This design comes from an exercise in tuning for small area and a short achievable clock period on the open sky130 flow, not from production work.
Where RTL was checked, it was by simulation tests only, not by an equivalence proof against the original.

maple:
## Algorithmic_Multiplier
module Algorithmic_Multiplier(
    input signed [15:0] b0, b1, b2, b3,
    input signed [15:0] x0, x1, x2, x3,
    input clk,
    output signed [15:0] y0, y1, y2, y3
);
Size in the first run: roughly 3600 cells after synthesis, about 590 flip-flops, ~190 I/O pins, roughly 43000 um2 of cells after synthesis.
clock: 21.0 ns
lec_check: 0
cap_margin: 20
core_margin: 2
core_utilization: 80
cts_cluster_diameter: 80
cts_cluster_size: 25
slew_margin: 20
synth_hierarchical: 1
synth_minimum_keep_size: 0
standard.sh (not shown) runs the stock make flow with config.mk's settings and CLKGATE_MAP_FILE= SYNTH_SCRIPT=/design/flow/synth_recipe.tcl, a recipe that flattens the netlist after the stock synthesis.
==> flow/flow/run.sh <==
#!/bin/bash
# Standard ORFS layout, with the port buffers chosen here (flow/ports.tcl) and timing repair
# aimed at a period well below the design's, so that it sizes the critical paths.
set -euo pipefail
W=$PWD
export DONT_BUFFER_PORTS=1
export PRE_GLOBAL_PLACE_TCL=$W/flow/ports.tcl
export SKIP_BUFFER_REMOVAL=1
export SETUP_SLACK_MARGIN=15.8
export CTS_ARGS="-sink_clustering_enable -repair_clock_nets -sink_clustering_size 25 -sink_clustering_max_diameter 80 -dont_use_dummy_load"
bash standard.sh > $W/standard_make.log 2>&1
==> flow/flow/ports.tcl <==
# Buffer every input and output port (as the standard flow does), with small buffers on the
# inputs and a stronger one on the outputs, and keep those buffers through timing repair.
# Synthesis' pass-through buffers (flip-flop to output port) go first.
remove_buffers
buffer_ports -inputs -buffer_cell sky130_fd_sc_hd__buf_1
buffer_ports -outputs -buffer_cell sky130_fd_sc_hd__buf_4
# connect the new buffers to the power grid before they are marked don't-touch
global_connect
set kept 0
foreach bt [[ord::get_db_block] getBTerms] {
  set net [$bt getNet]
  if {[$net getSigType] eq "CLOCK" || [$bt getName] eq "clk"} { continue }
  foreach it [$net getITerms] {
    set inst [$it getInst]
    if {[string match "sky130_fd_sc_hd__buf_*" [[$inst getMaster] getName]]} {
      $inst setDoNotTouch 1
      incr kept
    }
  }
}
puts "port buffers kept: $kept"
Changes in violet relative to maple:
Settings: CORE_UTILIZATION changed from 80 to 70.
## What came out
The post-place instance area was comparable across maple and violet.
Compared with maple, in violet cell depth of the worst setup path lower, summed area of non-filler cells in the final layout roughly the same.
The number of antenna diodes number comes out higher for maple vs violet.
Changes in tundra relative to violet:
-- flow/flow/run.sh --
<<< violet, line 8
export SKIP_BUFFER_REMOVAL=1
export SETUP_SLACK_MARGIN=15.8
export CTS_ARGS="-sink_clustering_enable -repair_clock_nets -sink_clustering_size 25 -sink_clustering_max_diameter 80 -dont_use_dummy_load"
>>> tundra, line 8
export SKIP_BUFFER_REMOVAL=1
export SETUP_SLACK_MARGIN=15.75
export CTS_ARGS="-sink_clustering_enable -repair_clock_nets -sink_clustering_size 25 -sink_clustering_max_diameter 80 -dont_use_dummy_load"
Results
violet → tundra: area after detailed placement was more or less identical, post-CTS setup buffer count fell 1, cell area now smaller, global-route usage about even, peak clock frequency supported by timing shows no meaningful change.
Changes in yarrow relative to tundra:
Settings: changing CORE_UTILIZATION from 70 to 65.
Results
Clock input transition at the sequential cells of the worst setup and hold paths: yarrow vs tundra, no meaningful difference. Setup slack delta (yarrow − tundra): unfavourable. From tundra to yarrow the numbers moved as follows: area added between synthesis and finish picked up an extra 0.32 points; cell area neither gained nor lost much.
> inputs changed (yarrow -> raven)
Settings: CORE_UTILIZATION now 70, was 65.
==> flow/flow/ports.tcl <==
# Buffer every input and output port (as the standard flow does), with small buffers on the
# inputs and buf_2 on the outputs, and keep those buffers through timing repair.
# Synthesis' pass-through buffers (flip-flop to output port) go first.
remove_buffers
buffer_ports -inputs -buffer_cell sky130_fd_sc_hd__buf_1
buffer_ports -outputs -buffer_cell sky130_fd_sc_hd__buf_2
# connect the new buffers to the power grid before they are marked don't-touch
global_connect
set kept 0
foreach bt [[ord::get_db_block] getBTerms] {
  set net [$bt getNet]
  if {[$net getSigType] eq "CLOCK" || [$bt getName] eq "clk"} { continue }
  foreach it [$net getITerms] {
    set inst [$it getInst]
    if {[string match "sky130_fd_sc_hd__buf_*" [[$inst getMaster] getName]]} {
      $inst setDoNotTouch 1
      incr kept
    }
  }
}
puts "port buffers kept: $kept"
==> comparison <==
Status: hold slack parity (yarrow, raven)
raven ended up with a higher register area than yarrow did.
In raven relative to yarrow, total instance count after detailed placement had gone down slightly.
[compare] base=yarrow new=raven: antenna cell count lower.
~same layout-stage area growth over the synthesis result in yarrow and raven

* * *

Another version of the RTL of Algorithmic_Multiplier (not shown whole).
For scale: about 3700 cells after synthesis, about 580 flip-flops, about 0.043 mm2 of cells after synthesis.
export LEC_CHECK = 0
export CAP_MARGIN = 20
export CORE_MARGIN = 2
export CORE_UTILIZATION = 40
export CTS_CLUSTER_DIAMETER = 100
export CTS_CLUSTER_SIZE = 30
export SLEW_MARGIN = 20
export SYNTH_HIERARCHICAL = 1
export SYNTH_MINIMUM_KEEP_SIZE = 0
create_clock -name core_clock -period 21.0 [get_ports {clk}]
==> flow/flow/run.sh <==
#!/bin/bash
# Standard ORFS layout, with the port buffers chosen here instead of by buffer_ports' default.
set -euo pipefail
W=$PWD
export DONT_BUFFER_PORTS=1
export PRE_GLOBAL_PLACE_TCL=$W/flow/ports.tcl
export SETUP_SLACK_MARGIN=15.7
bash standard.sh > $W/standard_make.log 2>&1
==> flow/flow/ports.tcl <==
# Buffer every input and output port: small buffers on the inputs, a stronger one on the outputs.
buffer_ports -inputs -buffer_cell sky130_fd_sc_hd__buf_1
buffer_ports -outputs -buffer_cell sky130_fd_sc_hd__buf_4
Next try:
- CTS_CLUSTER_DIAMETER: 100 -> not set
- CTS_CLUSTER_SIZE: 30 -> not set
Result: The new run passed the timing, design-rule and antenna checks. Wire length is higher by 0.99%. Non-clock buffer count is lower by 3. Setup slack gains 0.021 ns. Sequential share of layout area is lower by 0.70 points. Cell area is higher by 2.8%.
No run of this note included a check of the RTL's function; only the layout flow was run.

-- what the ideal ports hide --
The flow's constraints put no driver on any port. The routed layouts listed below were extracted and timed again, unchanged, in two steps.
Step 1, drivers: a clkbuf_16 drives clk and a buf_2 each remaining input, both assumed.
Step 2 times the ports against the registers' clock, not the clock port: input delays grow and output delays shrink by t, the midpoint of the rising clock arrivals with the driver on.
Slacks: ideal / step 1 / step 2; pairs: ideal / step 1.
run	shift t [ns]	setup slack, ns	worst hold slack (ns)	worst slew at a driven data input, ns
maple	0.660	15.175 / 15.175 / 15.175	0.322 / 0.322 / 0.322	0.06
violet	0.622	15.717 / 15.652 / 15.860	0.290 / 0.290 / 0.290	0.04
tundra	0.624	15.717 / 15.649 / 15.815	0.291 / 0.291 / 0.291	0.04
yarrow	0.639	15.704 / 15.635 / 15.778	0.316 / 0.316 / 0.316	0.04
raven	0.631	15.729 / 15.663 / 15.855	0.314 / 0.314 / 0.314	0.05
the first run of note 2	0.695	15.562 / 15.562 / 15.562	0.330 / 0.330 / 0.330	0.11
the second run of note 2	0.707	15.583 / 15.583 / 15.583	0.316 / 0.316 / 0.316	0.10
After both steps every run listed still meets setup and hold.
